Context: an optimization exercise on an open-source flow, tuned for small area and a short achievable clock period. The choices shown serve that exercise and are no tape-out recipe. The RTL was checked by simulation tests, not by an equivalence proof against the original design. Power figures rest on the tool's default switching activity, not on a simulated workload.

==> v3: inputs <==
==> flow/design.v <==
module avalon_host #(
    parameter DEPTH = 32,               
    parameter AW    = $clog2(DEPTH)     
) (
    input clk,
    input rst_n,
	 input reset_release,
    input [127:0] s_axi_data,
    input s_axi_valid,
    input s_axi_last,
    output reg ready_out,  
    input s_axi_ready,
    output reg [31:0] avm_address,
    output reg [31:0] avm_burstcount,
    output reg avm_write,
    output reg [127:0] avm_writedata,
    output reg [15:0] avm_byteenable,
    output reg avm_read_0,
    input avm_readdatavalid_0,
    input [127:0] avm_readdata_0
);
    reg [127:0] fifo_mem [0:DEPTH-1];
    reg [AW-1:0] wr_ptr;
    reg [AW-1:0] rd_ptr;
    reg [AW:0]   fifo_count;       
    reg [7:0] aval_ptr;       
    localparam [1:0] RESET = 2'b00,
                     WRITE = 2'b01,
                     READ  = 2'b10;
    reg [1:0] state, next_state;
    wire push = s_axi_valid && ready_out;
    wire pop  = (state == WRITE) && (fifo_count > 0);
    always @(posedge clk) begin
        if (push)
            fifo_mem[wr_ptr] <= s_axi_data;
    end
    always @(posedge clk or negedge rst_n) begin
        if (!rst_n) begin
            state <= RESET;
            next_state <= RESET;
            wr_ptr <= 0;
            rd_ptr <= 0;
            fifo_count <= 0;
            avm_write <= 0;
            avm_burstcount <= 1;
            avm_read_0 <= 0;
            ready_out <= 1;  
            aval_ptr <= 0;
        end else begin
            case (state)
                RESET: begin
                    avm_write <= 0;
                    avm_read_0 <= 0;
                    next_state <= WRITE;
                    ready_out <= 1;
                end
                WRITE: begin
                    if (fifo_count > 0) begin
                        avm_write <= 1;
                        avm_address <= rd_ptr * 16;
                        avm_writedata <= fifo_mem[rd_ptr];
                        avm_byteenable <= 16'hFFFF;
                        rd_ptr <= rd_ptr + 1;
                    end else begin
                        avm_write <= 0;
                        next_state <= READ;
                    end
                end
                READ: begin
                    if (fifo_count==0) begin
                        avm_read_0 <= 1;
                        avm_address <= aval_ptr * 16;
                    end else if (avm_readdatavalid_0) begin
                        avm_address <= aval_ptr *16;
                        aval_ptr <= aval_ptr + 1;
                        avm_read_0 <= 0;
                        next_state <= WRITE;
                    end
                end
                default: begin
                    next_state <= RESET;
                end
            endcase
            state <= next_state;
            if (push) begin
                wr_ptr <= wr_ptr + 1;
                if (fifo_count == DEPTH-1) begin
                    ready_out <= 0;
                end
            end else if (fifo_count < DEPTH-1) begin
                ready_out <= 1;
            end
            fifo_count <= fifo_count + push - pop;
        end
    end
endmodule
==> flow/run.sh <==
#!/bin/bash
# synth_recipe.tcl (not shown) runs the flow's synth.tcl, then flattens the netlist and writes it again
# the make line also repeats each setting of config.mk as NAME=value (left out here)
make -C /OpenROAD-flow-scripts/flow DESIGN_CONFIG=/design/flow/config.mk WORK_HOME=/design/flow/orfs CLKGATE_MAP_FILE= SYNTH_SCRIPT=/design/flow/synth_recipe.tcl finish
==> flow/config.mk <==
export PLATFORM = sky130hd
export DESIGN_NAME = avalon_host
export DESIGN_NICKNAME = avalon_host
export VERILOG_FILES = /design/flow/design.v
export SDC_FILE = /design/flow/constraint.sdc
export NUM_CORES = 4
export LEC_CHECK = 0
export CAP_MARGIN = 20
export CORE_MARGIN = 2
export CORE_UTILIZATION = 40
export SLEW_MARGIN = 20
==> flow/constraint.sdc <==
create_clock -name core_clock -period 4.0 [get_ports {clk}]
set_input_delay 0.8000 -clock core_clock [delete_from_list [all_inputs] [get_ports {clk}]]
set_output_delay 0.8000 -clock core_clock [all_outputs]
set_load 0.01 [all_outputs]
==> v38: changes against v3 <==
==> flow/design.v (replaced) <==
module avalon_host #(
    parameter DEPTH = 32,               
    parameter AW    = $clog2(DEPTH)     
) (
    input clk,
    input rst_n,
	 input reset_release,
    input [127:0] s_axi_data,
    input s_axi_valid,
    input s_axi_last,
    output reg ready_out,  
    input s_axi_ready,
    output [31:0] avm_address,
    output [31:0] avm_burstcount,
    output reg avm_write,
    output reg [127:0] avm_writedata,
    output [15:0] avm_byteenable,
    output reg avm_read_0,
    input avm_readdatavalid_0,
    input [127:0] avm_readdata_0
);
    reg [AW-1:0] wr_ptr;
    reg [AW-1:0] rd_ptr;
    reg [AW:0]   fifo_count;
    reg [7:0]    aval_ptr;
    reg [7:0]    addr_q;           
    localparam [1:0] RESET = 2'b00,
                     WRITE = 2'b01,
                     READ  = 2'b10;
    reg [1:0] state, next_state;
    wire push = s_axi_valid && ready_out;
    reg  pop;                      
    reg  empty;                    
    assign avm_burstcount = 32'd1;
    assign avm_byteenable = 16'hFFFF;
    assign avm_address    = {20'd0, addr_q, 4'd0};
    reg [DEPTH-1:0] wen;           
    reg [DEPTH-1:0] rd_oh;         
    reg [128*DEPTH-1:0] store;
    genvar g;
    generate
        for (g = 0; g < DEPTH; g = g + 1) begin : slot
            always @(posedge clk)
                if (wen[g])
                    store[128*g +: 128] <= s_axi_data;
        end
    endgenerate
    reg [127:0] rdata;
    integer k;
    always @(*) begin
        rdata = 128'd0;
        for (k = 0; k < DEPTH; k = k + 1)
            rdata = rdata | (store[128*k +: 128] & {128{rd_oh[k]}});
    end
    always @(posedge clk)
        if (pop)
            avm_writedata <= rdata;
    wire [AW-1:0] wr_ptr_n = wr_ptr + push;
    wire [AW:0]   cnt_n    = fifo_count + push - pop;
    wire ready_n = push ? (fifo_count != DEPTH-1)
                        : ((fifo_count < DEPTH-1) | ready_out);
    always @(posedge clk or negedge rst_n) begin
        if (!rst_n) begin
            wen   <= {{(DEPTH-1){1'b0}}, 1'b1};
            rd_oh <= {{(DEPTH-1){1'b0}}, 1'b1};
            pop   <= 1'b0;
            empty <= 1'b1;
        end else begin
            wen   <= ready_n ? ({{(DEPTH-1){1'b0}}, 1'b1} << wr_ptr_n) : {DEPTH{1'b0}};
            pop   <= (next_state == WRITE) && (cnt_n != 0);
            empty <= (cnt_n == 0);
            if (pop)
                rd_oh <= {rd_oh[DEPTH-2:0], rd_oh[DEPTH-1]};
        end
    end
    always @(posedge clk or negedge rst_n) begin
        if (!rst_n) begin
            state <= RESET;
            next_state <= RESET;
            wr_ptr <= 0;
            rd_ptr <= 0;
            fifo_count <= 0;
            avm_write <= 0;
            avm_read_0 <= 0;
            ready_out <= 1;
            aval_ptr <= 0;
        end else begin
            case (state)
                RESET: begin
                    avm_write <= 0;
                    avm_read_0 <= 0;
                    next_state <= WRITE;
                end
                WRITE: begin
                    if (!empty) begin
                        avm_write <= 1;
                        addr_q <= {3'd0, rd_ptr};
                        rd_ptr <= rd_ptr + 1;
                    end else begin
                        avm_write <= 0;
                        next_state <= READ;
                    end
                end
                READ: begin
                    if (empty) begin
                        avm_read_0 <= 1;
                        addr_q <= aval_ptr;
                    end else if (avm_readdatavalid_0) begin
                        addr_q <= aval_ptr;
                        aval_ptr <= aval_ptr + 1;
                        avm_read_0 <= 0;
                        next_state <= WRITE;
                    end
                end
                default: begin
                    next_state <= RESET;
                end
            endcase
            state <= next_state;
            wr_ptr <= wr_ptr_n;
            ready_out <= ready_n;
            fifo_count <= cnt_n;
        end
    end
endmodule
- CORE_UTILIZATION: 40 -> 60
- SETUP_SLACK_MARGIN: default -> 1.2
==> v23: changes against v3 <==
==> flow/design.v (replaced) <==
module avalon_host #(
    parameter DEPTH = 32,               
    parameter AW    = $clog2(DEPTH)     
) (
    input clk,
    input rst_n,
	 input reset_release,
    input [127:0] s_axi_data,
    input s_axi_valid,
    input s_axi_last,
    output reg ready_out,  
    input s_axi_ready,
    output [31:0] avm_address,
    output [31:0] avm_burstcount,
    output reg avm_write,
    output reg [127:0] avm_writedata,
    output [15:0] avm_byteenable,
    output reg avm_read_0,
    input avm_readdatavalid_0,
    input [127:0] avm_readdata_0
);
    reg [AW-1:0] wr_ptr;
    reg [AW-1:0] rd_ptr;
    reg [AW:0]   fifo_count;
    reg [7:0]    aval_ptr;
    reg [7:0]    addr_q;           
    localparam [1:0] RESET = 2'b00,
                     WRITE = 2'b01,
                     READ  = 2'b10;
    reg [1:0] state, next_state;
    wire push = s_axi_valid && ready_out;
    reg  pop;                      
    reg  empty;                    
    assign avm_burstcount = 32'd1;
    assign avm_byteenable = 16'hFFFF;
    assign avm_address    = {20'd0, addr_q, 4'd0};
    reg [DEPTH-1:0] wen;           
    reg [DEPTH-1:0] rd_oh;         
    reg [128*DEPTH-1:0] store;
    genvar g;
    generate
        for (g = 0; g < DEPTH; g = g + 1) begin : slot
            always @(posedge clk)
                if (wen[g])
                    store[128*g +: 128] <= s_axi_data;
        end
    endgenerate
    reg [127:0] rdata;
    integer k;
    always @(*) begin
        rdata = 128'd0;
        for (k = 0; k < DEPTH; k = k + 1)
            rdata = rdata | (store[128*k +: 128] & {128{rd_oh[k]}});
    end
    always @(posedge clk)
        if (pop)
            avm_writedata <= rdata;
    wire [AW-1:0] wr_ptr_n = wr_ptr + push;
    wire [AW:0]   cnt_n    = fifo_count + push - pop;
    wire ready_n = push ? (fifo_count != DEPTH-1)
                        : ((fifo_count < DEPTH-1) | ready_out);
    always @(posedge clk or negedge rst_n) begin
        if (!rst_n) begin
            wen   <= {{(DEPTH-1){1'b0}}, 1'b1};
            rd_oh <= {{(DEPTH-1){1'b0}}, 1'b1};
            pop   <= 1'b0;
            empty <= 1'b1;
        end else begin
            wen   <= ready_n ? ({{(DEPTH-1){1'b0}}, 1'b1} << wr_ptr_n) : {DEPTH{1'b0}};
            pop   <= (next_state == WRITE) && (cnt_n != 0);
            empty <= (cnt_n == 0);
            if (pop)
                rd_oh <= {rd_oh[DEPTH-2:0], rd_oh[DEPTH-1]};
        end
    end
    always @(posedge clk or negedge rst_n) begin
        if (!rst_n) begin
            state <= RESET;
            next_state <= RESET;
            wr_ptr <= 0;
            rd_ptr <= 0;
            fifo_count <= 0;
            avm_write <= 0;
            avm_read_0 <= 0;
            ready_out <= 1;
            aval_ptr <= 0;
        end else begin
            case (state)
                RESET: begin
                    avm_write <= 0;
                    avm_read_0 <= 0;
                    next_state <= WRITE;
                end
                WRITE: begin
                    if (!empty) begin
                        avm_write <= 1;
                        addr_q <= {3'd0, rd_ptr};
                        rd_ptr <= rd_ptr + 1;
                    end else begin
                        avm_write <= 0;
                        next_state <= READ;
                    end
                end
                READ: begin
                    if (empty) begin
                        avm_read_0 <= 1;
                        addr_q <= aval_ptr;
                    end else if (avm_readdatavalid_0) begin
                        addr_q <= aval_ptr;
                        aval_ptr <= aval_ptr + 1;
                        avm_read_0 <= 0;
                        next_state <= WRITE;
                    end
                end
                default: begin
                    next_state <= RESET;
                end
            endcase
            state <= next_state;
            wr_ptr <= wr_ptr_n;
            ready_out <= ready_n;
            fifo_count <= cnt_n;
        end
    end
endmodule
- CORE_UTILIZATION: 40 -> 50
- CTS_CLUSTER_DIAMETER: default -> 60
- CTS_CLUSTER_SIZE: default -> 25
- SETUP_SLACK_MARGIN: default -> 1.6
==> notes <==
Between v3 and v23, the lower utilization is in v3 (gap 11 points). Total power: v38 is higher than v23 (7.6%). Between v23 and v38, the lower setup slack is in v38 (gap 270 ps). In v23 the sequential power is higher than in v3, by 9.1%. Of v3 and v23, v3 has the higher clock power (gap 20%, measured against v23).
==> figures <==
| quantity | v3 | v38 | v23 |
|---|---|---|---|
| Area share of xor/xnor cells in the synthesized design | 0.0928% | 0.0973% | 0.0973% |
| Result of the run | finished clean | finished clean | finished clean |
| Inserted Diodes | 25 | 22 | 32 |
| P_comb | 0.0355 W | 0.00934 W | 0.00939 W |
| Netlist area before placement | 160,000 µm² | 153,000 µm² | 153,000 µm² |
| Met1 wire length | 174,000 µm | 184,000 µm | 195,000 µm |
| Clock-cell share of area | 7.12% | 7.78% | 5.62% |
| Maximum clock frequency | 311 MHz | 348 MHz | 384 MHz |
| Multiplexer fraction of the synthesized cell area | 14.1% | 0.302% | 0.302% |
| Fraction of area in multi-input gates | 16.5% | 12.1% | 12.3% |
| Capture point of the critical path | avm_writedata[114]$_DFFE_PP_ | avm_writedata[35]$_DFFE_PP_ | avm_writedata[30] |

what the ideal ports hide:
The flow's constraints put no driver on any port. The routed layouts listed below were extracted and timed again, unchanged, in two steps. Step 1 (the two cells are an assumption about what drives the block):
set clk [get_ports {clk}]
set_driving_cell -lib_cell sky130_fd_sc_hd__clkbuf_16 $clk
set_driving_cell -lib_cell sky130_fd_sc_hd__buf_2 [delete_from_list [all_inputs] $clk]
Step 2, shift: input delay + t, output delay - t, t = (earliest + latest rising clock arrival at the registers) / 2. This alone moves slack from input paths to output paths. a / b / c = ideal / step 1 / step 2; a / b = the first two.
run | t (ns) | slack for setup (ns) | hold slack, ns | slew at the worst register clock pin (ns) | cell pins on the clock port's net
v3 | 1.037 | 0.786 / 0.786 / 0.417 | 0.341 / 0.260 / 0.381 | 0.07 / 0.07 | 1
v38 | 1.058 | 1.128 / 1.128 / 0.645 | 0.321 / 0.243 / 0.426 | 0.07 / 0.07 | 1
v23 | 1.039 | 1.399 / 1.297 / 0.550 | 0.315 / 0.233 / 0.435 | 0.10 / 0.10 | 1
After both steps setup and hold are still met in every run listed. For v23, which loses most, drivers alone change the setup slack by -0.102 ns; drivers and shift together by -0.849 ns.
